This is an optimization exercise on Yosys and OpenROAD, whose aim is small area and a short achievable clock period, not a production implementation.
Function was not checked in any run shown here: the RTL went through the layout flow alone.
Power is estimated from default activity; no workload was simulated.

`config.mk`:
```
export PLATFORM = sky130hd
export DESIGN_NAME = datapath
export DESIGN_NICKNAME = datapath
export VERILOG_FILES = /design/flow/design.v
export SDC_FILE = /design/flow/constraint.sdc
export NUM_CORES = 4
export LEC_CHECK = 0
export CAP_MARGIN = 20
export CORE_MARGIN = 2
export CORE_UTILIZATION = 65
export SETUP_SLACK_MARGIN = 2.3
export SLEW_MARGIN = 20
export SYNTH_HIERARCHICAL = 1
export SYNTH_MINIMUM_KEEP_SIZE = 0
```
`constraint.sdc`:
```
create_clock -name core_clock -period 5.0 [get_ports {clk}]
set_input_delay 1.0000 -clock core_clock [delete_from_list [all_inputs] [get_ports {clk}]]
set_output_delay 1.0000 -clock core_clock [all_outputs]
set_load 0.01 [all_outputs]
```
`design.v`:
```
module alu16(a, b, imm, asel, bsel, shift, op, loadc, loads, c_q, s_q, d_c, d_s);
  input [15:0] a, b;
  input [4:0] imm;
  input asel, bsel;
  input [1:0] shift, op;
  input loadc, loads;
  input [15:0] c_q;   
  input s_q;          
  output [15:0] d_c;  
  output d_s;         
  wire sub = op[0];
  wire sub_n = ~op[0];
  wire asel_n = ~asel;
  wire loadc_n = ~loadc;
  wire loads_n = ~loads;
  wire ld_arith_n = ~(loadc & ~op[1]);
  wire ld_not_n = ~(loadc & op[1] & op[0]);
  wire ld_and_n = ~(loadc & op[1] & ~op[0]);
  wire ld_arith_c = loadc & ~op[1];
  wire ld_arith = loads & ~op[1];
  wire ld_not = loads & op[1] & op[0];
  wire ld_and = loads & op[1] & ~op[0];
  wire [15:0] bin, ainx, pn, gn;
  wire s0_n;
  wire s1_n;
  wire sel_b0;
  wire sel_l0;
  wire sel_r0;
  wire sel_b1;
  wire sel_l1;
  wire sel_r1;
  wire s_x;
  wire sel_bs;
  wire bt0_0;
  wire bt0_1;
  wire bt0_2;
  wire bt1_0;
  wire bt1_1;
  wire bt2_0;
  wire bt2_1;
  wire bt3_0;
  wire bt3_1;
  wire bt4_0;
  wire bt4_1;
  wire bt5_0;
  wire bt5_1;
  wire bt5_2;
  wire bt6_0;
  wire bt6_1;
  wire bt6_2;
  wire bt7_0;
  wire bt7_1;
  wire bt7_2;
  wire bt8_0;
  wire bt8_1;
  wire bt8_2;
  wire bt9_0;
  wire bt9_1;
  wire bt9_2;
  wire bt10_0;
  wire bt10_1;
  wire bt10_2;
  wire bt11_0;
  wire bt11_1;
  wire bt11_2;
  wire bt12_0;
  wire bt12_1;
  wire bt12_2;
  wire bt13_0;
  wire bt13_1;
  wire bt13_2;
  wire bt14_0;
  wire bt14_1;
  wire bt14_2;
  wire bt15_0;
  wire bt15_1;
  wire an_0;
  wire an_1;
  wire an_2;
  wire an_3;
  wire an_4;
  wire an_5;
  wire an_6;
  wire an_7;
  wire an_8;
  wire an_9;
  wire an_10;
  wire an_11;
  wire an_12;
  wire an_13;
  wire an_14;
  wire an_15;
  wire g0n_0;
  wire p0n_0;
  wire g0n_1;
  wire p0n_1;
  wire g0n_2;
  wire p0n_2;
  wire g0n_3;
  wire p0n_3;
  wire g0n_4;
  wire p0n_4;
  wire g0n_5;
  wire p0n_5;
  wire g0n_6;
  wire p0n_6;
  wire g0n_7;
  wire p0n_7;
  wire g0n_8;
  wire p0n_8;
  wire g0n_9;
  wire p0n_9;
  wire g0n_10;
  wire p0n_10;
  wire g0n_11;
  wire p0n_11;
  wire g0n_12;
  wire p0n_12;
  wire g0n_13;
  wire p0n_13;
  wire g0n_14;
  wire p0n_14;
  wire g0n_15;
  wire p0n_15;
  wire g1_1;
  wire g1_3;
  wire pp1_3;
  wire g1_5;
  wire pp1_5;
  wire g1_7;
  wire pp1_7;
  wire g1_9;
  wire pp1_9;
  wire g1_11;
  wire pp1_11;
  wire g1_13;
  wire pp1_13;
  wire g1_15;
  wire pp1_15;
  wire g0n_2_i;
  wire p0n_2_i;
  wire g2_2;
  wire g2_3;
  wire g0n_6_i;
  wire p0n_6_i;
  wire g2_6;
  wire pp2_6;
  wire g2_7;
  wire pp2_7;
  wire g0n_10_i;
  wire p0n_10_i;
  wire g2_10;
  wire pp2_10;
  wire g2_11;
  wire pp2_11;
  wire g0n_14_i;
  wire p0n_14_i;
  wire g2_14;
  wire pp2_14;
  wire g2_15;
  wire pp2_15;
  wire g3_4;
  wire g1_5_i;
  wire pp1_5_i;
  wire g3_5;
  wire g3_6;
  wire g3_7;
  wire g3_12;
  wire pp3_12;
  wire g1_13_i;
  wire pp1_13_i;
  wire g3_13;
  wire pp3_13;
  wire g3_14;
  wire pp3_14;
  wire g3_15;
  wire pp3_15;
  wire g0n_8_i;
  wire p0n_8_i;
  wire g4_8;
  wire g4_9;
  wire g2_10_i;
  wire pp2_10_i;
  wire g4_10;
  wire g2_11_i;
  wire pp2_11_i;
  wire g4_11;
  wire g4_12;
  wire g4_13;
  wire g4_14;
  wire g4_15;
  wire g3_7_b;
  wire g2_3_b;
  wire q_0;
  wire nu_0;
  wire nv_0;
  wire q_1;
  wire nu_1;
  wire nv_1;
  wire qn_1;
  wire x0n_1;
  wire x1n_1;
  wire q_2;
  wire nu_2;
  wire nv_2;
  wire qn_2;
  wire x0n_2;
  wire x1n_2;
  wire q_3;
  wire nu_3;
  wire nv_3;
  wire qn_3;
  wire x0n_3;
  wire x1n_3;
  wire q_4;
  wire nu_4;
  wire nv_4;
  wire qn_4;
  wire x0n_4;
  wire x1n_4;
  wire q_5;
  wire nu_5;
  wire nv_5;
  wire qn_5;
  wire x0n_5;
  wire x1n_5;
  wire q_6;
  wire nu_6;
  wire nv_6;
  wire qn_6;
  wire x0n_6;
  wire x1n_6;
  wire q_7;
  wire nu_7;
  wire nv_7;
  wire qn_7;
  wire x0n_7;
  wire x1n_7;
  wire q_8;
  wire nu_8;
  wire nv_8;
  wire qn_8;
  wire x0n_8;
  wire x1n_8;
  wire q_9;
  wire nu_9;
  wire nv_9;
  wire qn_9;
  wire x0n_9;
  wire x1n_9;
  wire q_10;
  wire nu_10;
  wire nv_10;
  wire qn_10;
  wire x0n_10;
  wire x1n_10;
  wire q_11;
  wire nu_11;
  wire nv_11;
  wire qn_11;
  wire x0n_11;
  wire x1n_11;
  wire q_12;
  wire nu_12;
  wire nv_12;
  wire qn_12;
  wire x0n_12;
  wire x1n_12;
  wire q_13;
  wire nu_13;
  wire nv_13;
  wire qn_13;
  wire x0n_13;
  wire x1n_13;
  wire q_14;
  wire nu_14;
  wire nv_14;
  wire qn_14;
  wire x0n_14;
  wire x1n_14;
  wire q_15;
  wire nu_15;
  wire nv_15;
  wire qn_15;
  wire x0n_15;
  wire x1n_15;
  wire k_0;
  wire e_0;
  wire k_1;
  wire e_1;
  wire k_2;
  wire e_2;
  wire k_3;
  wire e_3;
  wire k_4;
  wire e_4;
  wire k_5;
  wire e_5;
  wire k_6;
  wire e_6;
  wire k_7;
  wire e_7;
  wire k_8;
  wire e_8;
  wire k_9;
  wire e_9;
  wire k_10;
  wire e_10;
  wire k_11;
  wire e_11;
  wire k_12;
  wire e_12;
  wire k_13;
  wire e_13;
  wire k_14;
  wire e_14;
  wire k_15;
  wire e_15;
  wire za_q0;
  wire za_q1;
  wire za_q2;
  wire za_q3;
  wire za_h0;
  wire za_h1;
  wire za_n;
  wire zand_q0;
  wire zand_q1;
  wire zand_q2;
  wire zand_q3;
  wire zand_h0;
  wire zand_h1;
  wire zand_n;
  wire znot_q0;
  wire znot_q1;
  wire znot_q2;
  wire znot_q3;
  wire znot_h0;
  wire znot_h1;
  wire znot_n;
  wire hold_n;
  c_inv u1(.a(shift[0]), .y(s0_n));
  c_inv u2(.a(shift[1]), .y(s1_n));
  c_nor3 u3(.a(bsel), .b(shift[1]), .c(shift[0]), .y(sel_b0));
  c_nor3 u4(.a(bsel), .b(shift[1]), .c(s0_n), .y(sel_l0));
  c_nor2 u5(.a(bsel), .b(s1_n), .y(sel_r0));
  c_nor3 u6(.a(bsel), .b(shift[1]), .c(shift[0]), .y(sel_b1));
  c_nor3 u7(.a(bsel), .b(shift[1]), .c(s0_n), .y(sel_l1));
  c_nor2 u8(.a(bsel), .b(s1_n), .y(sel_r1));
  c_xor2 u9(.a(shift[1]), .b(shift[0]), .y(s_x));
  c_nor2 u10(.a(bsel), .b(s_x), .y(sel_bs));
  c_nand2 u11(.a(sel_b0), .b(b[0]), .y(bt0_0));
  c_nand2 u12(.a(sel_r0), .b(b[1]), .y(bt0_1));
  c_nand2 u13(.a(bsel), .b(imm[0]), .y(bt0_2));
  c_nand3 u14(.a(bt0_0), .b(bt0_1), .c(bt0_2), .y(bin[0]));
  c_aoi22 u15(.a1(sel_b0), .a2(b[1]), .b1(sel_l0), .b2(b[0]), .y(bt1_0));
  c_aoi22 u16(.a1(sel_r0), .a2(b[2]), .b1(bsel), .b2(imm[1]), .y(bt1_1));
  c_nand2 u17(.a(bt1_0), .b(bt1_1), .y(bin[1]));
  c_aoi22 u18(.a1(sel_b0), .a2(b[2]), .b1(sel_l0), .b2(b[1]), .y(bt2_0));
  c_aoi22 u19(.a1(sel_r0), .a2(b[3]), .b1(bsel), .b2(imm[2]), .y(bt2_1));
  c_nand2 u20(.a(bt2_0), .b(bt2_1), .y(bin[2]));
  c_aoi22 u21(.a1(sel_b0), .a2(b[3]), .b1(sel_l0), .b2(b[2]), .y(bt3_0));
  c_aoi22 u22(.a1(sel_r0), .a2(b[4]), .b1(bsel), .b2(imm[3]), .y(bt3_1));
  c_nand2 u23(.a(bt3_0), .b(bt3_1), .y(bin[3]));
  c_aoi22 u24(.a1(sel_b0), .a2(b[4]), .b1(sel_l0), .b2(b[3]), .y(bt4_0));
  c_aoi22 u25(.a1(sel_r0), .a2(b[5]), .b1(bsel), .b2(imm[4]), .y(bt4_1));
  c_nand2 u26(.a(bt4_0), .b(bt4_1), .y(bin[4]));
  c_nand2 u27(.a(sel_b0), .b(b[5]), .y(bt5_0));
  c_nand2 u28(.a(sel_l0), .b(b[4]), .y(bt5_1));
  c_nand2 u29(.a(sel_r0), .b(b[6]), .y(bt5_2));
  c_nand3 u30(.a(bt5_0), .b(bt5_1), .c(bt5_2), .y(bin[5]));
  c_nand2 u31(.a(sel_b0), .b(b[6]), .y(bt6_0));
  c_nand2 u32(.a(sel_l0), .b(b[5]), .y(bt6_1));
  c_nand2 u33(.a(sel_r0), .b(b[7]), .y(bt6_2));
  c_nand3 u34(.a(bt6_0), .b(bt6_1), .c(bt6_2), .y(bin[6]));
  c_nand2 u35(.a(sel_b0), .b(b[7]), .y(bt7_0));
  c_nand2 u36(.a(sel_l0), .b(b[6]), .y(bt7_1));
  c_nand2 u37(.a(sel_r0), .b(b[8]), .y(bt7_2));
  c_nand3 u38(.a(bt7_0), .b(bt7_1), .c(bt7_2), .y(bin[7]));
  c_nand2 u39(.a(sel_b1), .b(b[8]), .y(bt8_0));
  c_nand2 u40(.a(sel_l1), .b(b[7]), .y(bt8_1));
  c_nand2 u41(.a(sel_r1), .b(b[9]), .y(bt8_2));
  c_nand3 u42(.a(bt8_0), .b(bt8_1), .c(bt8_2), .y(bin[8]));
  c_nand2 u43(.a(sel_b1), .b(b[9]), .y(bt9_0));
  c_nand2 u44(.a(sel_l1), .b(b[8]), .y(bt9_1));
  c_nand2 u45(.a(sel_r1), .b(b[10]), .y(bt9_2));
  c_nand3 u46(.a(bt9_0), .b(bt9_1), .c(bt9_2), .y(bin[9]));
  c_nand2 u47(.a(sel_b1), .b(b[10]), .y(bt10_0));
  c_nand2 u48(.a(sel_l1), .b(b[9]), .y(bt10_1));
  c_nand2 u49(.a(sel_r1), .b(b[11]), .y(bt10_2));
  c_nand3 u50(.a(bt10_0), .b(bt10_1), .c(bt10_2), .y(bin[10]));
  c_nand2 u51(.a(sel_b1), .b(b[11]), .y(bt11_0));
  c_nand2 u52(.a(sel_l1), .b(b[10]), .y(bt11_1));
  c_nand2 u53(.a(sel_r1), .b(b[12]), .y(bt11_2));
  c_nand3 u54(.a(bt11_0), .b(bt11_1), .c(bt11_2), .y(bin[11]));
  c_nand2 u55(.a(sel_b1), .b(b[12]), .y(bt12_0));
  c_nand2 u56(.a(sel_l1), .b(b[11]), .y(bt12_1));
  c_nand2 u57(.a(sel_r1), .b(b[13]), .y(bt12_2));
  c_nand3 u58(.a(bt12_0), .b(bt12_1), .c(bt12_2), .y(bin[12]));
  c_nand2 u59(.a(sel_b1), .b(b[13]), .y(bt13_0));
  c_nand2 u60(.a(sel_l1), .b(b[12]), .y(bt13_1));
  c_nand2 u61(.a(sel_r1), .b(b[14]), .y(bt13_2));
  c_nand3 u62(.a(bt13_0), .b(bt13_1), .c(bt13_2), .y(bin[13]));
  c_nand2 u63(.a(sel_b1), .b(b[14]), .y(bt14_0));
  c_nand2 u64(.a(sel_l1), .b(b[13]), .y(bt14_1));
  c_nand2 u65(.a(sel_r1), .b(b[15]), .y(bt14_2));
  c_nand3 u66(.a(bt14_0), .b(bt14_1), .c(bt14_2), .y(bin[14]));
  c_nand2 u67(.a(sel_bs), .b(b[15]), .y(bt15_0));
  c_nand2 u68(.a(sel_l1), .b(b[14]), .y(bt15_1));
  c_nand2 u69(.a(bt15_0), .b(bt15_1), .y(bin[15]));
  c_nand2 u70(.a(a[0]), .b(asel_n), .y(an_0));
  c_xnor2 u71(.a(an_0), .b(sub), .y(ainx[0]));
  c_nand2 u72(.a(a[1]), .b(asel_n), .y(an_1));
  c_xnor2 u73(.a(an_1), .b(sub), .y(ainx[1]));
  c_nand2 u74(.a(a[2]), .b(asel_n), .y(an_2));
  c_xnor2 u75(.a(an_2), .b(sub), .y(ainx[2]));
  c_nand2 u76(.a(a[3]), .b(asel_n), .y(an_3));
  c_xnor2 u77(.a(an_3), .b(sub), .y(ainx[3]));
  c_nand2 u78(.a(a[4]), .b(asel_n), .y(an_4));
  c_xnor2 u79(.a(an_4), .b(sub), .y(ainx[4]));
  c_nand2 u80(.a(a[5]), .b(asel_n), .y(an_5));
  c_xnor2 u81(.a(an_5), .b(sub), .y(ainx[5]));
  c_nand2 u82(.a(a[6]), .b(asel_n), .y(an_6));
  c_xnor2 u83(.a(an_6), .b(sub), .y(ainx[6]));
  c_nand2 u84(.a(a[7]), .b(asel_n), .y(an_7));
  c_xnor2 u85(.a(an_7), .b(sub), .y(ainx[7]));
  c_nand2 u86(.a(a[8]), .b(asel_n), .y(an_8));
  c_xnor2 u87(.a(an_8), .b(sub), .y(ainx[8]));
  c_nand2 u88(.a(a[9]), .b(asel_n), .y(an_9));
  c_xnor2 u89(.a(an_9), .b(sub), .y(ainx[9]));
  c_nand2 u90(.a(a[10]), .b(asel_n), .y(an_10));
  c_xnor2 u91(.a(an_10), .b(sub), .y(ainx[10]));
  c_nand2 u92(.a(a[11]), .b(asel_n), .y(an_11));
  c_xnor2 u93(.a(an_11), .b(sub), .y(ainx[11]));
  c_nand2 u94(.a(a[12]), .b(asel_n), .y(an_12));
  c_xnor2 u95(.a(an_12), .b(sub), .y(ainx[12]));
  c_nand2 u96(.a(a[13]), .b(asel_n), .y(an_13));
  c_xnor2 u97(.a(an_13), .b(sub), .y(ainx[13]));
  c_nand2 u98(.a(a[14]), .b(asel_n), .y(an_14));
  c_xnor2 u99(.a(an_14), .b(sub), .y(ainx[14]));
  c_nand2 u100(.a(a[15]), .b(asel_n), .y(an_15));
  c_xnor2 u101(.a(an_15), .b(sub), .y(ainx[15]));
  c_nand2 u102(.a(ainx[0]), .b(bin[0]), .y(g0n_0));
  c_xnor2 u103(.a(ainx[0]), .b(bin[0]), .y(p0n_0));
  assign pn[0] = p0n_0;
  assign gn[0] = g0n_0;
  c_nand2 u104(.a(ainx[1]), .b(bin[1]), .y(g0n_1));
  c_xnor2 u105(.a(ainx[1]), .b(bin[1]), .y(p0n_1));
  assign pn[1] = p0n_1;
  assign gn[1] = g0n_1;
  c_nand2 u106(.a(ainx[2]), .b(bin[2]), .y(g0n_2));
  c_xnor2 u107(.a(ainx[2]), .b(bin[2]), .y(p0n_2));
  assign pn[2] = p0n_2;
  assign gn[2] = g0n_2;
  c_nand2 u108(.a(ainx[3]), .b(bin[3]), .y(g0n_3));
  c_xnor2 u109(.a(ainx[3]), .b(bin[3]), .y(p0n_3));
  assign pn[3] = p0n_3;
  assign gn[3] = g0n_3;
  c_nand2 u110(.a(ainx[4]), .b(bin[4]), .y(g0n_4));
  c_xnor2 u111(.a(ainx[4]), .b(bin[4]), .y(p0n_4));
  assign pn[4] = p0n_4;
  assign gn[4] = g0n_4;
  c_nand2 u112(.a(ainx[5]), .b(bin[5]), .y(g0n_5));
  c_xnor2 u113(.a(ainx[5]), .b(bin[5]), .y(p0n_5));
  assign pn[5] = p0n_5;
  assign gn[5] = g0n_5;
  c_nand2 u114(.a(ainx[6]), .b(bin[6]), .y(g0n_6));
  c_xnor2 u115(.a(ainx[6]), .b(bin[6]), .y(p0n_6));
  assign pn[6] = p0n_6;
  assign gn[6] = g0n_6;
  c_nand2 u116(.a(ainx[7]), .b(bin[7]), .y(g0n_7));
  c_xnor2 u117(.a(ainx[7]), .b(bin[7]), .y(p0n_7));
  assign pn[7] = p0n_7;
  assign gn[7] = g0n_7;
  c_nand2 u118(.a(ainx[8]), .b(bin[8]), .y(g0n_8));
  c_xnor2 u119(.a(ainx[8]), .b(bin[8]), .y(p0n_8));
  assign pn[8] = p0n_8;
  assign gn[8] = g0n_8;
  c_nand2 u120(.a(ainx[9]), .b(bin[9]), .y(g0n_9));
  c_xnor2 u121(.a(ainx[9]), .b(bin[9]), .y(p0n_9));
  assign pn[9] = p0n_9;
  assign gn[9] = g0n_9;
  c_nand2 u122(.a(ainx[10]), .b(bin[10]), .y(g0n_10));
  c_xnor2 u123(.a(ainx[10]), .b(bin[10]), .y(p0n_10));
  assign pn[10] = p0n_10;
  assign gn[10] = g0n_10;
  c_nand2 u124(.a(ainx[11]), .b(bin[11]), .y(g0n_11));
  c_xnor2 u125(.a(ainx[11]), .b(bin[11]), .y(p0n_11));
  assign pn[11] = p0n_11;
  assign gn[11] = g0n_11;
  c_nand2 u126(.a(ainx[12]), .b(bin[12]), .y(g0n_12));
  c_xnor2 u127(.a(ainx[12]), .b(bin[12]), .y(p0n_12));
  assign pn[12] = p0n_12;
  assign gn[12] = g0n_12;
  c_nand2 u128(.a(ainx[13]), .b(bin[13]), .y(g0n_13));
  c_xnor2 u129(.a(ainx[13]), .b(bin[13]), .y(p0n_13));
  assign pn[13] = p0n_13;
  assign gn[13] = g0n_13;
  c_nand2 u130(.a(ainx[14]), .b(bin[14]), .y(g0n_14));
  c_xnor2 u131(.a(ainx[14]), .b(bin[14]), .y(p0n_14));
  assign pn[14] = p0n_14;
  assign gn[14] = g0n_14;
  c_nand2 u132(.a(ainx[15]), .b(bin[15]), .y(g0n_15));
  c_xnor2 u133(.a(ainx[15]), .b(bin[15]), .y(p0n_15));
  assign pn[15] = p0n_15;
  assign gn[15] = g0n_15;
  c_oai21 u134(.a1(p0n_1), .a2(g0n_0), .b1(g0n_1), .y(g1_1));
  c_oai21 u135(.a1(p0n_3), .a2(g0n_2), .b1(g0n_3), .y(g1_3));
  c_nor2 u136(.a(p0n_3), .b(p0n_2), .y(pp1_3));
  c_oai21 u137(.a1(p0n_5), .a2(g0n_4), .b1(g0n_5), .y(g1_5));
  c_nor2 u138(.a(p0n_5), .b(p0n_4), .y(pp1_5));
  c_oai21 u139(.a1(p0n_7), .a2(g0n_6), .b1(g0n_7), .y(g1_7));
  c_nor2 u140(.a(p0n_7), .b(p0n_6), .y(pp1_7));
  c_oai21 u141(.a1(p0n_9), .a2(g0n_8), .b1(g0n_9), .y(g1_9));
  c_nor2 u142(.a(p0n_9), .b(p0n_8), .y(pp1_9));
  c_oai21 u143(.a1(p0n_11), .a2(g0n_10), .b1(g0n_11), .y(g1_11));
  c_nor2 u144(.a(p0n_11), .b(p0n_10), .y(pp1_11));
  c_oai21 u145(.a1(p0n_13), .a2(g0n_12), .b1(g0n_13), .y(g1_13));
  c_nor2 u146(.a(p0n_13), .b(p0n_12), .y(pp1_13));
  c_oai21 u147(.a1(p0n_15), .a2(g0n_14), .b1(g0n_15), .y(g1_15));
  c_nor2 u148(.a(p0n_15), .b(p0n_14), .y(pp1_15));
  c_inv u149(.a(g0n_2), .y(g0n_2_i));
  c_inv u150(.a(p0n_2), .y(p0n_2_i));
  c_aoi21 u151(.a1(p0n_2_i), .a2(g1_1), .b1(g0n_2_i), .y(g2_2));
  c_aoi21 u152(.a1(pp1_3), .a2(g1_1), .b1(g1_3), .y(g2_3));
  c_inv u153(.a(g0n_6), .y(g0n_6_i));
  c_inv u154(.a(p0n_6), .y(p0n_6_i));
  c_aoi21 u155(.a1(p0n_6_i), .a2(g1_5), .b1(g0n_6_i), .y(g2_6));
  c_nand2 u156(.a(p0n_6_i), .b(pp1_5), .y(pp2_6));
  c_aoi21 u157(.a1(pp1_7), .a2(g1_5), .b1(g1_7), .y(g2_7));
  c_nand2 u158(.a(pp1_7), .b(pp1_5), .y(pp2_7));
  c_inv u159(.a(g0n_10), .y(g0n_10_i));
  c_inv u160(.a(p0n_10), .y(p0n_10_i));
  c_aoi21 u161(.a1(p0n_10_i), .a2(g1_9), .b1(g0n_10_i), .y(g2_10));
  c_nand2 u162(.a(p0n_10_i), .b(pp1_9), .y(pp2_10));
  c_aoi21 u163(.a1(pp1_11), .a2(g1_9), .b1(g1_11), .y(g2_11));
  c_nand2 u164(.a(pp1_11), .b(pp1_9), .y(pp2_11));
  c_inv u165(.a(g0n_14), .y(g0n_14_i));
  c_inv u166(.a(p0n_14), .y(p0n_14_i));
  c_aoi21 u167(.a1(p0n_14_i), .a2(g1_13), .b1(g0n_14_i), .y(g2_14));
  c_nand2 u168(.a(p0n_14_i), .b(pp1_13), .y(pp2_14));
  c_aoi21 u169(.a1(pp1_15), .a2(g1_13), .b1(g1_15), .y(g2_15));
  c_nand2 u170(.a(pp1_15), .b(pp1_13), .y(pp2_15));
  c_oai21 u171(.a1(p0n_4), .a2(g2_3), .b1(g0n_4), .y(g3_4));
  c_inv u172(.a(g1_5), .y(g1_5_i));
  c_inv u173(.a(pp1_5), .y(pp1_5_i));
  c_oai21 u174(.a1(pp1_5_i), .a2(g2_3), .b1(g1_5_i), .y(g3_5));
  c_oai21 u175(.a1(pp2_6), .a2(g2_3_b), .b1(g2_6), .y(g3_6));
  c_oai21 u176(.a1(pp2_7), .a2(g2_3_b), .b1(g2_7), .y(g3_7));
  c_oai21 u177(.a1(p0n_12), .a2(g2_11), .b1(g0n_12), .y(g3_12));
  c_nor2 u178(.a(p0n_12), .b(pp2_11), .y(pp3_12));
  c_inv u179(.a(g1_13), .y(g1_13_i));
  c_inv u180(.a(pp1_13), .y(pp1_13_i));
  c_oai21 u181(.a1(pp1_13_i), .a2(g2_11), .b1(g1_13_i), .y(g3_13));
  c_nor2 u182(.a(pp1_13_i), .b(pp2_11), .y(pp3_13));
  c_oai21 u183(.a1(pp2_14), .a2(g2_11), .b1(g2_14), .y(g3_14));
  c_nor2 u184(.a(pp2_14), .b(pp2_11), .y(pp3_14));
  c_oai21 u185(.a1(pp2_15), .a2(g2_11), .b1(g2_15), .y(g3_15));
  c_nor2 u186(.a(pp2_15), .b(pp2_11), .y(pp3_15));
  c_inv u187(.a(g0n_8), .y(g0n_8_i));
  c_inv u188(.a(p0n_8), .y(p0n_8_i));
  c_aoi21 u189(.a1(p0n_8_i), .a2(g3_7), .b1(g0n_8_i), .y(g4_8));
  c_aoi21 u190(.a1(pp1_9), .a2(g3_7), .b1(g1_9), .y(g4_9));
  c_inv u191(.a(g2_10), .y(g2_10_i));
  c_inv u192(.a(pp2_10), .y(pp2_10_i));
  c_aoi21 u193(.a1(pp2_10_i), .a2(g3_7), .b1(g2_10_i), .y(g4_10));
  c_inv u194(.a(g2_11), .y(g2_11_i));
  c_inv u195(.a(pp2_11), .y(pp2_11_i));
  c_aoi21 u196(.a1(pp2_11_i), .a2(g3_7), .b1(g2_11_i), .y(g4_11));
  c_aoi21 u197(.a1(pp3_12), .a2(g3_7_b), .b1(g3_12), .y(g4_12));
  c_aoi21 u198(.a1(pp3_13), .a2(g3_7_b), .b1(g3_13), .y(g4_13));
  c_aoi21 u199(.a1(pp3_14), .a2(g3_7_b), .b1(g3_14), .y(g4_14));
  c_aoi21 u200(.a1(pp3_15), .a2(g3_7_b), .b1(g3_15), .y(g4_15));
  c_oai21 u201(.a1(pp2_7), .a2(g2_3), .b1(g2_7), .y(g3_7_b));
  c_aoi21 u202(.a1(pp1_3), .a2(g1_1), .b1(g1_3), .y(g2_3_b));
  c_xnor2 u203(.a(pn[0]), .b(sub), .y(q_0));
  c_and2 u204(.a(loadc_n), .b(c_q[0]), .y(nu_0));
  c_o22ai u205(.a1(ld_not_n), .a2(bin[0]), .b1(ld_and_n), .b2(gn[0]), .y(nv_0));
  c_a211o u206(.a1(ld_arith_c), .a2(q_0), .b1(nu_0), .c1(nv_0), .y(d_c[0]));
  c_xnor2 u207(.a(pn[1]), .b(sub), .y(q_1));
  c_and2 u208(.a(loadc_n), .b(c_q[1]), .y(nu_1));
  c_o22ai u209(.a1(ld_not_n), .a2(bin[1]), .b1(ld_and_n), .b2(gn[1]), .y(nv_1));
  c_inv u210(.a(q_1), .y(qn_1));
  c_a211oi u211(.a1(ld_arith_c), .a2(q_1), .b1(nu_1), .c1(nv_1), .y(x0n_1));
  c_a211oi u212(.a1(ld_arith_c), .a2(qn_1), .b1(nu_1), .c1(nv_1), .y(x1n_1));
  c_mux2i u213(.s(g0n_0), .a0(x1n_1), .a1(x0n_1), .y(d_c[1]));
  c_xnor2 u214(.a(pn[2]), .b(sub), .y(q_2));
  c_and2 u215(.a(loadc_n), .b(c_q[2]), .y(nu_2));
  c_o22ai u216(.a1(ld_not_n), .a2(bin[2]), .b1(ld_and_n), .b2(gn[2]), .y(nv_2));
  c_inv u217(.a(q_2), .y(qn_2));
  c_a211oi u218(.a1(ld_arith_c), .a2(q_2), .b1(nu_2), .c1(nv_2), .y(x0n_2));
  c_a211oi u219(.a1(ld_arith_c), .a2(qn_2), .b1(nu_2), .c1(nv_2), .y(x1n_2));
  c_mux2i u220(.s(g1_1), .a0(x0n_2), .a1(x1n_2), .y(d_c[2]));
  c_xnor2 u221(.a(pn[3]), .b(sub), .y(q_3));
  c_and2 u222(.a(loadc_n), .b(c_q[3]), .y(nu_3));
  c_o22ai u223(.a1(ld_not_n), .a2(bin[3]), .b1(ld_and_n), .b2(gn[3]), .y(nv_3));
  c_inv u224(.a(q_3), .y(qn_3));
  c_a211oi u225(.a1(ld_arith_c), .a2(q_3), .b1(nu_3), .c1(nv_3), .y(x0n_3));
  c_a211oi u226(.a1(ld_arith_c), .a2(qn_3), .b1(nu_3), .c1(nv_3), .y(x1n_3));
  c_mux2i u227(.s(g2_2), .a0(x1n_3), .a1(x0n_3), .y(d_c[3]));
  c_xnor2 u228(.a(pn[4]), .b(sub), .y(q_4));
  c_and2 u229(.a(loadc_n), .b(c_q[4]), .y(nu_4));
  c_o22ai u230(.a1(ld_not_n), .a2(bin[4]), .b1(ld_and_n), .b2(gn[4]), .y(nv_4));
  c_inv u231(.a(q_4), .y(qn_4));
  c_a211oi u232(.a1(ld_arith_c), .a2(q_4), .b1(nu_4), .c1(nv_4), .y(x0n_4));
  c_a211oi u233(.a1(ld_arith_c), .a2(qn_4), .b1(nu_4), .c1(nv_4), .y(x1n_4));
  c_mux2i u234(.s(g2_3), .a0(x1n_4), .a1(x0n_4), .y(d_c[4]));
  c_xnor2 u235(.a(pn[5]), .b(sub), .y(q_5));
  c_and2 u236(.a(loadc_n), .b(c_q[5]), .y(nu_5));
  c_o22ai u237(.a1(ld_not_n), .a2(bin[5]), .b1(ld_and_n), .b2(gn[5]), .y(nv_5));
  c_inv u238(.a(q_5), .y(qn_5));
  c_a211oi u239(.a1(ld_arith_c), .a2(q_5), .b1(nu_5), .c1(nv_5), .y(x0n_5));
  c_a211oi u240(.a1(ld_arith_c), .a2(qn_5), .b1(nu_5), .c1(nv_5), .y(x1n_5));
  c_mux2i u241(.s(g3_4), .a0(x0n_5), .a1(x1n_5), .y(d_c[5]));
  c_xnor2 u242(.a(pn[6]), .b(sub), .y(q_6));
  c_and2 u243(.a(loadc_n), .b(c_q[6]), .y(nu_6));
  c_o22ai u244(.a1(ld_not_n), .a2(bin[6]), .b1(ld_and_n), .b2(gn[6]), .y(nv_6));
  c_inv u245(.a(q_6), .y(qn_6));
  c_a211oi u246(.a1(ld_arith_c), .a2(q_6), .b1(nu_6), .c1(nv_6), .y(x0n_6));
  c_a211oi u247(.a1(ld_arith_c), .a2(qn_6), .b1(nu_6), .c1(nv_6), .y(x1n_6));
  c_mux2i u248(.s(g3_5), .a0(x0n_6), .a1(x1n_6), .y(d_c[6]));
  c_xnor2 u249(.a(pn[7]), .b(sub), .y(q_7));
  c_and2 u250(.a(loadc_n), .b(c_q[7]), .y(nu_7));
  c_o22ai u251(.a1(ld_not_n), .a2(bin[7]), .b1(ld_and_n), .b2(gn[7]), .y(nv_7));
  c_inv u252(.a(q_7), .y(qn_7));
  c_a211oi u253(.a1(ld_arith_c), .a2(q_7), .b1(nu_7), .c1(nv_7), .y(x0n_7));
  c_a211oi u254(.a1(ld_arith_c), .a2(qn_7), .b1(nu_7), .c1(nv_7), .y(x1n_7));
  c_mux2i u255(.s(g3_6), .a0(x0n_7), .a1(x1n_7), .y(d_c[7]));
  c_xnor2 u256(.a(pn[8]), .b(sub), .y(q_8));
  c_and2 u257(.a(loadc_n), .b(c_q[8]), .y(nu_8));
  c_o22ai u258(.a1(ld_not_n), .a2(bin[8]), .b1(ld_and_n), .b2(gn[8]), .y(nv_8));
  c_inv u259(.a(q_8), .y(qn_8));
  c_a211oi u260(.a1(ld_arith_c), .a2(q_8), .b1(nu_8), .c1(nv_8), .y(x0n_8));
  c_a211oi u261(.a1(ld_arith_c), .a2(qn_8), .b1(nu_8), .c1(nv_8), .y(x1n_8));
  c_mux2i u262(.s(g3_7), .a0(x0n_8), .a1(x1n_8), .y(d_c[8]));
  c_xnor2 u263(.a(pn[9]), .b(sub), .y(q_9));
  c_and2 u264(.a(loadc_n), .b(c_q[9]), .y(nu_9));
  c_o22ai u265(.a1(ld_not_n), .a2(bin[9]), .b1(ld_and_n), .b2(gn[9]), .y(nv_9));
  c_inv u266(.a(q_9), .y(qn_9));
  c_a211oi u267(.a1(ld_arith_c), .a2(q_9), .b1(nu_9), .c1(nv_9), .y(x0n_9));
  c_a211oi u268(.a1(ld_arith_c), .a2(qn_9), .b1(nu_9), .c1(nv_9), .y(x1n_9));
  c_mux2i u269(.s(g4_8), .a0(x1n_9), .a1(x0n_9), .y(d_c[9]));
  c_xnor2 u270(.a(pn[10]), .b(sub), .y(q_10));
  c_and2 u271(.a(loadc_n), .b(c_q[10]), .y(nu_10));
  c_o22ai u272(.a1(ld_not_n), .a2(bin[10]), .b1(ld_and_n), .b2(gn[10]), .y(nv_10));
  c_inv u273(.a(q_10), .y(qn_10));
  c_a211oi u274(.a1(ld_arith_c), .a2(q_10), .b1(nu_10), .c1(nv_10), .y(x0n_10));
  c_a211oi u275(.a1(ld_arith_c), .a2(qn_10), .b1(nu_10), .c1(nv_10), .y(x1n_10));
  c_mux2i u276(.s(g4_9), .a0(x1n_10), .a1(x0n_10), .y(d_c[10]));
  c_xnor2 u277(.a(pn[11]), .b(sub), .y(q_11));
  c_and2 u278(.a(loadc_n), .b(c_q[11]), .y(nu_11));
  c_o22ai u279(.a1(ld_not_n), .a2(bin[11]), .b1(ld_and_n), .b2(gn[11]), .y(nv_11));
  c_inv u280(.a(q_11), .y(qn_11));
  c_a211oi u281(.a1(ld_arith_c), .a2(q_11), .b1(nu_11), .c1(nv_11), .y(x0n_11));
  c_a211oi u282(.a1(ld_arith_c), .a2(qn_11), .b1(nu_11), .c1(nv_11), .y(x1n_11));
  c_mux2i u283(.s(g4_10), .a0(x1n_11), .a1(x0n_11), .y(d_c[11]));
  c_xnor2 u284(.a(pn[12]), .b(sub), .y(q_12));
  c_and2 u285(.a(loadc_n), .b(c_q[12]), .y(nu_12));
  c_o22ai u286(.a1(ld_not_n), .a2(bin[12]), .b1(ld_and_n), .b2(gn[12]), .y(nv_12));
  c_inv u287(.a(q_12), .y(qn_12));
  c_a211oi u288(.a1(ld_arith_c), .a2(q_12), .b1(nu_12), .c1(nv_12), .y(x0n_12));
  c_a211oi u289(.a1(ld_arith_c), .a2(qn_12), .b1(nu_12), .c1(nv_12), .y(x1n_12));
  c_mux2i u290(.s(g4_11), .a0(x1n_12), .a1(x0n_12), .y(d_c[12]));
  c_xnor2 u291(.a(pn[13]), .b(sub), .y(q_13));
  c_and2 u292(.a(loadc_n), .b(c_q[13]), .y(nu_13));
  c_o22ai u293(.a1(ld_not_n), .a2(bin[13]), .b1(ld_and_n), .b2(gn[13]), .y(nv_13));
  c_inv u294(.a(q_13), .y(qn_13));
  c_a211oi u295(.a1(ld_arith_c), .a2(q_13), .b1(nu_13), .c1(nv_13), .y(x0n_13));
  c_a211oi u296(.a1(ld_arith_c), .a2(qn_13), .b1(nu_13), .c1(nv_13), .y(x1n_13));
  c_mux2i u297(.s(g4_12), .a0(x1n_13), .a1(x0n_13), .y(d_c[13]));
  c_xnor2 u298(.a(pn[14]), .b(sub), .y(q_14));
  c_and2 u299(.a(loadc_n), .b(c_q[14]), .y(nu_14));
  c_o22ai u300(.a1(ld_not_n), .a2(bin[14]), .b1(ld_and_n), .b2(gn[14]), .y(nv_14));
  c_inv u301(.a(q_14), .y(qn_14));
  c_a211oi u302(.a1(ld_arith_c), .a2(q_14), .b1(nu_14), .c1(nv_14), .y(x0n_14));
  c_a211oi u303(.a1(ld_arith_c), .a2(qn_14), .b1(nu_14), .c1(nv_14), .y(x1n_14));
  c_mux2i u304(.s(g4_13), .a0(x1n_14), .a1(x0n_14), .y(d_c[14]));
  c_xnor2 u305(.a(pn[15]), .b(sub), .y(q_15));
  c_and2 u306(.a(loadc_n), .b(c_q[15]), .y(nu_15));
  c_o22ai u307(.a1(ld_not_n), .a2(bin[15]), .b1(ld_and_n), .b2(gn[15]), .y(nv_15));
  c_inv u308(.a(q_15), .y(qn_15));
  c_a211oi u309(.a1(ld_arith_c), .a2(q_15), .b1(nu_15), .c1(nv_15), .y(x0n_15));
  c_a211oi u310(.a1(ld_arith_c), .a2(qn_15), .b1(nu_15), .c1(nv_15), .y(x1n_15));
  c_mux2i u311(.s(g4_14), .a0(x1n_15), .a1(x0n_15), .y(d_c[15]));
  assign k_0 = sub;
  c_xor2 u312(.a(pn[0]), .b(k_0), .y(e_0));
  c_nand3 u313(.a(gn[0]), .b(pn[0]), .c(sub_n), .y(k_1));
  c_xor2 u314(.a(pn[1]), .b(k_1), .y(e_1));
  c_nand3 u315(.a(gn[1]), .b(pn[1]), .c(sub_n), .y(k_2));
  c_xor2 u316(.a(pn[2]), .b(k_2), .y(e_2));
  c_nand3 u317(.a(gn[2]), .b(pn[2]), .c(sub_n), .y(k_3));
  c_xor2 u318(.a(pn[3]), .b(k_3), .y(e_3));
  c_nand3 u319(.a(gn[3]), .b(pn[3]), .c(sub_n), .y(k_4));
  c_xor2 u320(.a(pn[4]), .b(k_4), .y(e_4));
  c_nand3 u321(.a(gn[4]), .b(pn[4]), .c(sub_n), .y(k_5));
  c_xor2 u322(.a(pn[5]), .b(k_5), .y(e_5));
  c_nand3 u323(.a(gn[5]), .b(pn[5]), .c(sub_n), .y(k_6));
  c_xor2 u324(.a(pn[6]), .b(k_6), .y(e_6));
  c_nand3 u325(.a(gn[6]), .b(pn[6]), .c(sub_n), .y(k_7));
  c_xor2 u326(.a(pn[7]), .b(k_7), .y(e_7));
  c_nand3 u327(.a(gn[7]), .b(pn[7]), .c(sub_n), .y(k_8));
  c_xor2 u328(.a(pn[8]), .b(k_8), .y(e_8));
  c_nand3 u329(.a(gn[8]), .b(pn[8]), .c(sub_n), .y(k_9));
  c_xor2 u330(.a(pn[9]), .b(k_9), .y(e_9));
  c_nand3 u331(.a(gn[9]), .b(pn[9]), .c(sub_n), .y(k_10));
  c_xor2 u332(.a(pn[10]), .b(k_10), .y(e_10));
  c_nand3 u333(.a(gn[10]), .b(pn[10]), .c(sub_n), .y(k_11));
  c_xor2 u334(.a(pn[11]), .b(k_11), .y(e_11));
  c_nand3 u335(.a(gn[11]), .b(pn[11]), .c(sub_n), .y(k_12));
  c_xor2 u336(.a(pn[12]), .b(k_12), .y(e_12));
  c_nand3 u337(.a(gn[12]), .b(pn[12]), .c(sub_n), .y(k_13));
  c_xor2 u338(.a(pn[13]), .b(k_13), .y(e_13));
  c_nand3 u339(.a(gn[13]), .b(pn[13]), .c(sub_n), .y(k_14));
  c_xor2 u340(.a(pn[14]), .b(k_14), .y(e_14));
  c_nand3 u341(.a(gn[14]), .b(pn[14]), .c(sub_n), .y(k_15));
  c_xor2 u342(.a(pn[15]), .b(k_15), .y(e_15));
  c_nand4 u343(.a(e_0), .b(e_1), .c(e_2), .d(e_3), .y(za_q0));
  c_nand4 u344(.a(e_4), .b(e_5), .c(e_6), .d(e_7), .y(za_q1));
  c_nand4 u345(.a(e_8), .b(e_9), .c(e_10), .d(e_11), .y(za_q2));
  c_nand4 u346(.a(e_12), .b(e_13), .c(e_14), .d(e_15), .y(za_q3));
  c_nor2 u347(.a(za_q0), .b(za_q1), .y(za_h0));
  c_nor2 u348(.a(za_q2), .b(za_q3), .y(za_h1));
  c_nand3 u349(.a(za_h0), .b(za_h1), .c(ld_arith), .y(za_n));
  c_nand4 u350(.a(gn[0]), .b(gn[1]), .c(gn[2]), .d(gn[3]), .y(zand_q0));
  c_nand4 u351(.a(gn[4]), .b(gn[5]), .c(gn[6]), .d(gn[7]), .y(zand_q1));
  c_nand4 u352(.a(gn[8]), .b(gn[9]), .c(gn[10]), .d(gn[11]), .y(zand_q2));
  c_nand4 u353(.a(gn[12]), .b(gn[13]), .c(gn[14]), .d(gn[15]), .y(zand_q3));
  c_nor2 u354(.a(zand_q0), .b(zand_q1), .y(zand_h0));
  c_nor2 u355(.a(zand_q2), .b(zand_q3), .y(zand_h1));
  c_nand3 u356(.a(zand_h0), .b(zand_h1), .c(ld_and), .y(zand_n));
  c_nand4 u357(.a(bin[0]), .b(bin[1]), .c(bin[2]), .d(bin[3]), .y(znot_q0));
  c_nand4 u358(.a(bin[4]), .b(bin[5]), .c(bin[6]), .d(bin[7]), .y(znot_q1));
  c_nand4 u359(.a(bin[8]), .b(bin[9]), .c(bin[10]), .d(bin[11]), .y(znot_q2));
  c_nand4 u360(.a(bin[12]), .b(bin[13]), .c(bin[14]), .d(bin[15]), .y(znot_q3));
  c_nor2 u361(.a(znot_q0), .b(znot_q1), .y(znot_h0));
  c_nor2 u362(.a(znot_q2), .b(znot_q3), .y(znot_h1));
  c_nand3 u363(.a(znot_h0), .b(znot_h1), .c(ld_not), .y(znot_n));
  c_nand2 u364(.a(loads_n), .b(s_q), .y(hold_n));
  c_nand4 u365(.a(za_n), .b(zand_n), .c(znot_n), .d(hold_n), .y(d_s));
endmodule
module datapath(datapath_in, vsel, writenum, write, readnum, clk, loada, loadb, shift, asel, bsel, ALUop, loadc, loads, datapath_out, Z_out);
  input write, clk, loada, loadb, vsel, asel, bsel, loadc, loads;
  input [1:0] shift, ALUop;
  input [2:0] writenum, readnum;
  input [15:0] datapath_in;
  output [15:0] datapath_out;
  output Z_out;
  reg [15:0] R0, R1, R2, R3, R4, R5, R6, R7;
  reg [15:0] A, B, C;
  reg S;
  wire [15:0] wdata = vsel ? datapath_in : C;
  always @(posedge clk) begin
    if (write && writenum == 3'd0) R0 <= wdata;
    if (write && writenum == 3'd1) R1 <= wdata;
    if (write && writenum == 3'd2) R2 <= wdata;
    if (write && writenum == 3'd3) R3 <= wdata;
    if (write && writenum == 3'd4) R4 <= wdata;
    if (write && writenum == 3'd5) R5 <= wdata;
    if (write && writenum == 3'd6) R6 <= wdata;
    if (write && writenum == 3'd7) R7 <= wdata;
  end
  wire [7:0] rsel = 8'b1 << readnum;
  wire [15:0] rdata;
  genvar i;
  generate
    for (i = 0; i < 16; i = i + 1) begin : rd
      read_bit u(.r({R7[i], R6[i], R5[i], R4[i], R3[i], R2[i], R1[i], R0[i]}), .s(rsel), .q(rdata[i]));
    end
  endgenerate
  always @(posedge clk) begin
    if (loada) A <= rdata;
    if (loadb) B <= rdata;
  end
  wire [15:0] c_next;
  wire s_next;
  alu16 u_alu(.a(A), .b(B), .imm(datapath_in[4:0]), .asel(asel), .bsel(bsel), .shift(shift),
              .op(ALUop), .loadc(loadc), .loads(loads), .c_q(C), .s_q(S),
              .d_c(c_next), .d_s(s_next));
  always @(posedge clk) begin
    C <= c_next;
    S <= s_next;
  end
  assign datapath_out = C;
  assign Z_out = S;
endmodule
module read_bit(r, s, q);
  input [7:0] r, s;
  output q;
  assign q = |(r & s);
endmodule
module c_inv(a, y);
  input a;
  output y;
  assign y = ~a;
endmodule
module c_nand2(a, b, y);
  input a, b;
  output y;
  assign y = ~(a & b);
endmodule
module c_nand3(a, b, c, y);
  input a, b, c;
  output y;
  assign y = ~(a & b & c);
endmodule
module c_nand4(a, b, c, d, y);
  input a, b, c, d;
  output y;
  assign y = ~(a & b & c & d);
endmodule
module c_nor2(a, b, y);
  input a, b;
  output y;
  assign y = ~(a | b);
endmodule
module c_xor2(a, b, y);
  input a, b;
  output y;
  assign y = a ^ b;
endmodule
module c_xnor2(a, b, y);
  input a, b;
  output y;
  assign y = ~(a ^ b);
endmodule
module c_aoi21(a1, a2, b1, y);
  input a1, a2, b1;
  output y;
  assign y = ~((a1 & a2) | b1);
endmodule
module c_oai21(a1, a2, b1, y);
  input a1, a2, b1;
  output y;
  assign y = ~((a1 | a2) & b1);
endmodule
module c_o22a(a1, a2, b1, b2, y);
  input a1, a2, b1, b2;
  output y;
  assign y = (a1 | a2) & (b1 | b2);
endmodule
module c_nor4(a, b, c, d, y);
  input a, b, c, d;
  output y;
  assign y = ~(a | b | c | d);
endmodule
module c_aoi22(a1, a2, b1, b2, y);
  input a1, a2, b1, b2;
  output y;
  assign y = ~((a1 & a2) | (b1 & b2));
endmodule
module c_o211ai(a1, a2, b1, c1, y);
  input a1, a2, b1, c1;
  output y;
  assign y = ~((a1 | a2) & b1 & c1);
endmodule
module c_nor3(a, b, c, y);
  input a, b, c;
  output y;
  assign y = ~(a | b | c);
endmodule
module c_and2(a, b, y);
  input a, b;
  output y;
  assign y = a & b;
endmodule
module c_o22ai(a1, a2, b1, b2, y);
  input a1, a2, b1, b2;
  output y;
  assign y = ~((a1 | a2) & (b1 | b2));
endmodule
module c_a211o(a1, a2, b1, c1, y);
  input a1, a2, b1, c1;
  output y;
  assign y = (a1 & a2) | b1 | c1;
endmodule
module c_a211oi(a1, a2, b1, c1, y);
  input a1, a2, b1, c1;
  output y;
  assign y = ~((a1 & a2) | b1 | c1);
endmodule
module c_mux2i(s, a0, a1, y);
  input s, a0, a1;
  output y;
  assign y = ~(s ? a1 : a0);
endmodule
```
`flow/run.sh`:
```
#!/bin/bash
# Layout flow: the standard flow (standard.sh, unchanged synthesis) with
# smaller port buffers, smaller clock buffers and no dummy clock loads. Each tool's full output
# stays in orfs/logs/; make's own output goes to flow_make.log here.
set -euo pipefail
bash standard.sh \
  "BUFFER_PORTS_ARGS=-buffer_cell sky130_fd_sc_hd__buf_2" \
  "CTS_ARGS=-sink_clustering_enable -repair_clock_nets -dont_use_dummy_load -buf_list sky130_fd_sc_hd__clkbuf_8" \
  finish > flow_make.log 2>&1
```
`standard.sh`:
```
#!/bin/bash
# synth_recipe.tcl (not shown) runs the flow's synth.tcl, then flattens the netlist and writes it again
# the make line also repeats each setting of config.mk as NAME=value (left out here)
make -C /OpenROAD-flow-scripts/flow DESIGN_CONFIG=/design/flow/config.mk WORK_HOME=/design/flow/orfs CLKGATE_MAP_FILE= SYNTH_SCRIPT=/design/flow/synth_recipe.tcl "${@:-finish}"
```
==> flow_summary.ini, run 1 <==
[outcome]
status = no timing/DRC/antenna violations

[clocking]
clk_latency_ps = 440
cts_tree = done
cts_root_buf = clkbuf_8
h-tree-depth = 4
max-clock-path-buffers = 2
cts_buffers = 17
clkSlewWorstSetupHoldPaths_ps = 70
clock_sinks = 177

[worst_setup_path]
cp.required_ps = 5310
arrival_ps = 2980
worstPathCellList = buf_2, inv_1, nor3_4, buf_12, a22oi_2, nand2_1, xnor2_2, nor2_2, a21oi_2, o21ai_4, a21oi_2, mux2i_1
cp-start-kind = input pin
critPathSlowestCell = o21ai_4
cp_max_fo = 7
r2r_setup_slack_ps = 2940
criticalPathCategory = in -> reg
reg2reg_to = C[9]
rr_worst_depth = 8
cp-end-kind = register
cpPeakStageDelay_ps = 280
rr_startpoint = B[2]
worstSetupStartpoint = shift[0]
endpoint = C[9]
critPathMostFrequentCell = a21oi_2

[finish]
syn_to_final_growth_pct = 14.3
diodes = 0
drive_above_1_share = 0.275
final_nets = 779

[die]
die_y_um = 119
rows = 41
die_w_um = 119
core-area_um2 = 12700
dieArea_um2 = 14100
pin_count = 52
start_util = 0.671

[timing]
hold_viol = 0
rsz0062_at_grt = yes
tightest_slew_ps = 933
slew_headroom = 0.378
period_needed_ps = 2670
period_share = 0.534
finalSetupTns_ps = 0
fin_skew_ps = 22.1
setup_viol_count_final = 0
slew_viol_final = 0
max_freq_mhz = 375

[yosys]
yosysUniqueCellTypes = 34
ys.flop_type = edfxtp_1
async_flop_share = 0
yosysWarnings = 7
syn_area_um2 = 8540
avgSynthCellArea_um2 = 13.0
synth_edf_count = 160
synth-seq-area-share = 0.603
ys_seq_elements = 177
netlist_instances = 659
mappedNetlistNets = 694

[min_path]
hold_depth = 2
hp-class = reg -> reg

[placed_design]
dp_hpwl_um = 12300
finalWeightedCongestion = 0.881
port_buffers = 51

[route]
drc = 0
wl_per_cell_um = 20.9
vias = 5848
routed_wl_um = 19100
drt-initial-drc-count = 687
antenna_left = 0
viasPerCell = 6.40
drt_first_pass_iters = 5

[grt]
grt_pass1_wl_um = 29400
overflow = 0
first_global_vias = 5655
grt_use_total = 0.275
grt_start_max_net_pins = 39
antenna_found_initial = 0

[pwr]
power_mw = 3.40
power.leakage_nw = 3.51
powerDensity_nw_per_um2 = 349
ir_drop_mv = 0.248

[flow_run]
max_cap_viol_count = 0
==> modules after synthesis, one instance, submodules excluded, excerpt <==
module / cells inside / copies in the design
c_inv: 1 / 35
c_mux2i: 1 / 15
c_aoi21: 1 / 15
c_nand4: 1 / 13
c_nor3: 1 / 4
c_a211o: 1 / 1
c_xor2: 1 / 17
datapath: 211 / 1
c_a211oi: 1 / 30
c_nand3: 1 / 29
c_aoi22: 1 / 8
read_bit: 5 / 16
alu16: 10 / 1
c_nor2: 1 / 18
==> area by class of cell <==
| class | count | area [um^2] |
|---|---|---|
| Clock buffer | 17 | 234 |
| Timing Repair Buffer | 68 | 435 |
| Sequential cell | 177 | 5140 |
| Inverter | 39 | 150 |
| Multi-Input combinational cell | 441 | 3580 |
| Tap cell | 172 | 215 |
| Fill cell | 844 | 2960 |
==> report_power, final <==
group	total [mW]	switching, mW	internal [mW]
registers	1.85	0.0712	1.78
clock network	0.718	0.417	0.301
logic	0.837	0.500	0.337
total	3.40	0.988	2.42
==> placed cells by master, fill, tap and decap left out, drive strengths merged, types with 2 or more instances in the layout <==
master / Yosys / routed
nor4bb: 2 / 2
and4b: 3 / 3
nor2: 18 / 18
o22ai: 16 / 16
and2: 16 / 16
nor2b: 2 / 2
nand4: 29 / 29
buf: 2 / 67
a211oi: 30 / 30
nor3: 5 / 5
o21ai: 15 / 15
a22oi: 72 / 72
edfxtp: 160 / 160
nand3: 30 / 30
inv: 39 / 38
and3: 2 / 2
a21oi: 15 / 15
xnor2: 48 / 48
and3b: 4 / 4
mux2i: 15 / 15
nor3b: 3 / 3
nand2: 78 / 78
dfxtp: 17 / 17
clkbuf: 0 / 18
mux2: 16 / 16
xor2: 17 / 17
==> worst min-delay path by stage <==
stage / startpoint / endpoint / slack, ps
after detailed placement: S / S / 470
after global routing: S / S / 520
after floorplan: S / S / 510
after global placement: S / S / 470
after CTS: S / S / 480
final: S / S / 480
==> flip-flops by register name, summed over array words and instances (netlist names) <==
signal and cells:
C 16, R1 16, R3 16, R6 16, R7 16, R2 16
B 16, R4 16, S 1, A 16, R5 16, R0 16
==> stage by stage <==
step	instances	hold slack, ps	instance area, um^2	util	worst slack [ps]
global placement	887	466	9160	0.720	1540
floorplan	659	511	8610	-	2310
finish	914	483	9760	0.767	2330
global route	914	519	9760	0.767	2260
detailed placement	887	466	9160	0.720	1450
CTS	904	482	9420	0.741	2300
==> routing by layer <==
layer / track usage / vias to the layer above / wire length, um
met5: 0 / - / 0
met4: 0.0930 / 0 / 397
met3: 0.0502 / 39 / 1240
met2: 0.454 / 253 / 9510
met1: 0.371 / 2848 / 7950
li1: - / 2708 / -
==> logic make-up (layout without fill, tap and decap cells) <==
kind of cell,after synthesis,in the layout,synth area share
flops,177,177,0.603
compound gates,149,149,0.149
xor+xnor,65,65,0.0667
simple gates,196,196,0.118
mux,31,31,0.0431
buf+inv,41,124,0.0208
==> worst max-delay path, delay by kind of cell <==
kind	cells	cell delay, ps
multiplexers	1	130
AND/OR/NAND/NOR	3	500
XOR/XNOR	1	200
buffers and inverters	3	460
AO/OA/AOI/OAI	4	670
==> Yosys cell counts (8+ instances only) <==
master    instances  area, um^2
mux2i_1          15         150
edfxtp_1        160        4800
xor2_1           17         149
inv_1            39         146
a211oi_2         30         375
and2_1           16         100
nor2_1           18        67.6
a21oi_2          15         131
nand3_1          30         150
mux2_4           10         150
nand2_1          78         293
nand4_1          29         181
o21ai_1          15        75.1
dfxtp_1          17         340
a22oi_2           8         100
xnor2_1          48         420
a22oi_1          64         480
o22ai_1          16         100
==> what timing repair did <==
item | 4_1_cts | 5_1_grt
hold buffers | 0 | 0
hold endpoints to repair | 0 | 0
setup endpoints to repair | 17 | 13
gates resized for setup | 6 | 37
pin swaps | 1 | 17
setup buffers | 0 | 9
==> inputs of run 2 (changes only) <==
--- a/flow/run.sh
+++ b/flow/run.sh
@@ -4,6 +4,6 @@
 # stays in orfs/logs/; make's own output goes to flow_make.log here.
 set -euo pipefail
 bash standard.sh \
-  "BUFFER_PORTS_ARGS=-buffer_cell sky130_fd_sc_hd__buf_2" \
+  "BUFFER_PORTS_ARGS=-buffer_cell sky130_fd_sc_hd__buf_1" \
   "CTS_ARGS=-sink_clustering_enable -repair_clock_nets -dont_use_dummy_load -buf_list sky130_fd_sc_hd__clkbuf_8" \
   finish > flow_make.log 2>&1
==> run 2 against run 1 <==
- clock skew is 18 ps higher
- clock-buffer cell count is the same
- hold slack better by 25 ps
- sequential share of layout area rose by 0.25 points
- combinational power decreased by 2%
- register-to-register slack about the same
- critical path type unchanged
- final area shrank 0.47%
- wire length fell by 1.2%
- sequential cell count unchanged
- critical endpoint is now C[12]
==> flow_summary.ini, run 2 <==
[finish]
layout_commonest_cell = edfxtp_1
stdcell_area_um2 = 9710
fillerInstances = 854
final_nets = 783
multi_input_area_um2 = 3570
layout.cells.non_filler = 918
final_cell_mix = edfxtp_1 (160), nand2_1 (72), a22oi_1 (64), buf_1 (47), inv_1 (37)
syn_to_final_growth_pct = 13.8
drive_above_1_share = 0.210
seq_area_um2 = 5140
diodes = 0
final_util = 0.764

[worst_setup_path]
arrival_ps = 2990
cp-start-kind = input pin
cp-end-kind = register
criticalPathCategory = in -> reg
cp.required_ps = 5320
cp_max_fo = 12

[yosys]
ys_seq_elements = 177
avgSynthCellArea_um2 = 13.0
synth_edf_count = 160
synth-seq-area-share = 0.603
netlist_instances = 659
ys_top_cells_by_count = edfxtp_1 (160), nand2_1 (78), a22oi_1 (64)
yosysWarnings = 7
ys_top_cells_by_area = edfxtp_1 (56%), a22oi_1 (5.6%), xnor2_1 (4.9%)
async_flop_share = 0
yosysUniqueCellTypes = 34
netlist.top_cell.by_area = edfxtp_1
yosys.cell_count.top_type = edfxtp_1
mappedNetlistNets = 694
ys.flop_type = edfxtp_1
synth.top_cell.area_share = 0.563
syn_area_um2 = 8540

[min_path]
hp-class = reg -> reg

[clocking]
max-clock-path-buffers = 2
clock_sinks = 177
cts_root_buf = clkbuf_8
h-tree-depth = 4
cts_buffers = 17
clkSlewWorstSetupHoldPaths_ps = 70
hold_buffers = 0
clk_latency_ps = 450
cts_tree = done

[route]
wl_per_cell_um = 20.6
drt-initial-drc-count = 655
viasPerCell = 6.32
drc = 0
routed_wl_um = 18900
antenna_left = 0
vias = 5804
drt_first_pass_iters = 5

[placed_design]
place_ws_ps = 1400
dp_cells = 889
dpl-instance-area_um2 = 9110
dp_hpwl_um = 12500
port_buffers = 51
finalWeightedCongestion = 0.858

[timing]
slew_headroom = 0.372
max_freq_mhz = 375
period_needed_ps = 2670
slew_viol_final = 0
setup_viol_count_final = 0
hold_viol = 0
fin_skew_ps = 39.8
rsz0062_at_grt = yes
worst_slack_ps = 2330
tightest_slew_ps = 941
period_share = 0.534
finalSetupTns_ps = 0

[grt]
grt_start_max_net_pins = 32
grt_use_total = 0.277
antenna_found_initial = 0
overflow = 0
grt_pass1_wl_um = 29800
first_global_vias = 5721

[die]
pin_count = 52
die_w_um = 119
dieArea_um2 = 14100
core-area_um2 = 12700
start_util = 0.671
die_y_um = 119
rows = 41

[flow_run]
max_cap_viol_count = 0

[pwr]
powerDensity_nw_per_um2 = 349
ir_drop_mv = 0.276
power.leakage_nw = 3.36

[outcome]
status = no timing/DRC/antenna violations
run 2: cell counts after synthesis:
Identical to the previous run, type by type.
run 2: per-layer routing:
layer | vias up | share of wire | track usage | wire, um
met2 | 240 | 0.50 | 0.463 | 9460
met1 | 2826 | 0.41 | 0.372 | 7820
met5 | - | 0 | 0 | 0
met4 | 0 | 0.022 | 0.0833 | 412
met3 | 34 | 0.063 | 0.0526 | 1190
li1 | 2704 | - | - | -
run 2: layout make-up:
class	count	area share
tap	172	0.0222
inverter	39	0.0155
clock buffer	17	0.0241
timing repair buffer	72	0.0412
sequential	177	0.530
multi-input combinational	441	0.367
run 2: worst max-delay path: stages:
cell     delay, ps
buf_4          190
nor3_4         280
buf_4          200
nand2_1         60
nand3_1        210
nand2_2        170
o21ai_4        260
a21oi_4        100
o21ai_4        280
a21oi_2        100
mux2i_1        130
run 2: repair_timing:
action	in CTS	in global routing
endpoints found under the hold margin	0	0
endpoints found under the setup margin	16	12
buffers inserted	2	9
pin swaps	1	9
resized for setup	16	30
run 2: worst paths after layout:
check	from	endpoint	slack [ps]	cells past startpoint
hold reg to reg	S	S	510	2
setup / recovery	bsel	C[12]	2330	11
setup reg to reg	B[4]	S	2940	9
hold / removal	S	S	510	2
run 2: logic make-up (layout without fill, tap and decap cells):
| family | after synthesis | after routing | synth area share |
|---|---|---|---|
| simple gates | 196 | 196 | 0.118 |
| flops | 177 | 177 | 0.603 |
| compound gates | 149 | 149 | 0.149 |
| xor+xnor | 65 | 65 | 0.0667 |
| buf+inv | 41 | 128 | 0.0208 |
| mux | 31 | 31 | 0.0431 |
run 2: Yosys stat by module, one instance, submodules excluded, a selection:
module / flip-flops and latches / times used / area [um^2] / cells inside
c_mux2i: 0 / 15 / 10.0 / 1
c_nand3: 0 / 29 / 5.00 / 1
c_oai21: 0 / 15 / 5.00 / 1
c_xor2: 0 / 17 / 8.76 / 1
c_inv: 0 / 35 / 3.75 / 1
c_aoi21: 0 / 15 / 8.76 / 1
datapath: 177 / 1 / 5530 / 211
c_and2: 0 / 16 / 6.26 / 1
alu16: 0 / 1 / 55.1 / 10
c_nor2: 0 / 18 / 3.75 / 1
c_a211oi: 0 / 30 / 12.5 / 1
c_aoi22: 0 / 8 / 12.5 / 1
c_nand2: 0 / 78 / 3.75 / 1
read_bit: 0 / 16 / 36.3 / 5
run 2: stage by stage:
step | power [mW] | hold WS, ps
detailed placement | 2.61 | 481
floorplan | 2.39 | 511
global route | 3.52 | 558
global placement | 2.58 | 465
finish | 3.39 | 508
CTS | 3.32 | 495
run 2: where the power goes:
part,switching [mW],leakage (nW),internal [mW],total [mW]
Combinational,0.500,1.61,0.323,0.823
Sequential,0.0698,1.63,1.78,1.85
Clock,0.415,0.122,0.300,0.715

[afterwards: timing with drivers on the ports]
No port has a modelled driver above. Below, the same layouts with a new extraction and two added sets of constraints. Step 1 assumes that a clkbuf_16 drives the clock port and a buf_2 every other input. Step 2 moves the port delays by t, midway between the first and last clock arrival at a register: inputs arrive t later, outputs are due t later. That takes back most of the time a late clock gives input paths. a / b / c = no drivers / after step 1 / after step 2; a / b = the first two.
run	t (ns)	setup slack, ns	worst slew at a driven data input, ns	pins driven straight from the clock port
run 1	0.467	2.330 / 2.344 / 1.877	0.05	1
run 2	0.466	2.332 / 2.344 / 1.878	0.05	1
After both steps setup and hold are still met in every run listed. The setup slack of run 2, which loses most, moves by +0.012 ns with the drivers and by -0.454 ns with both steps.
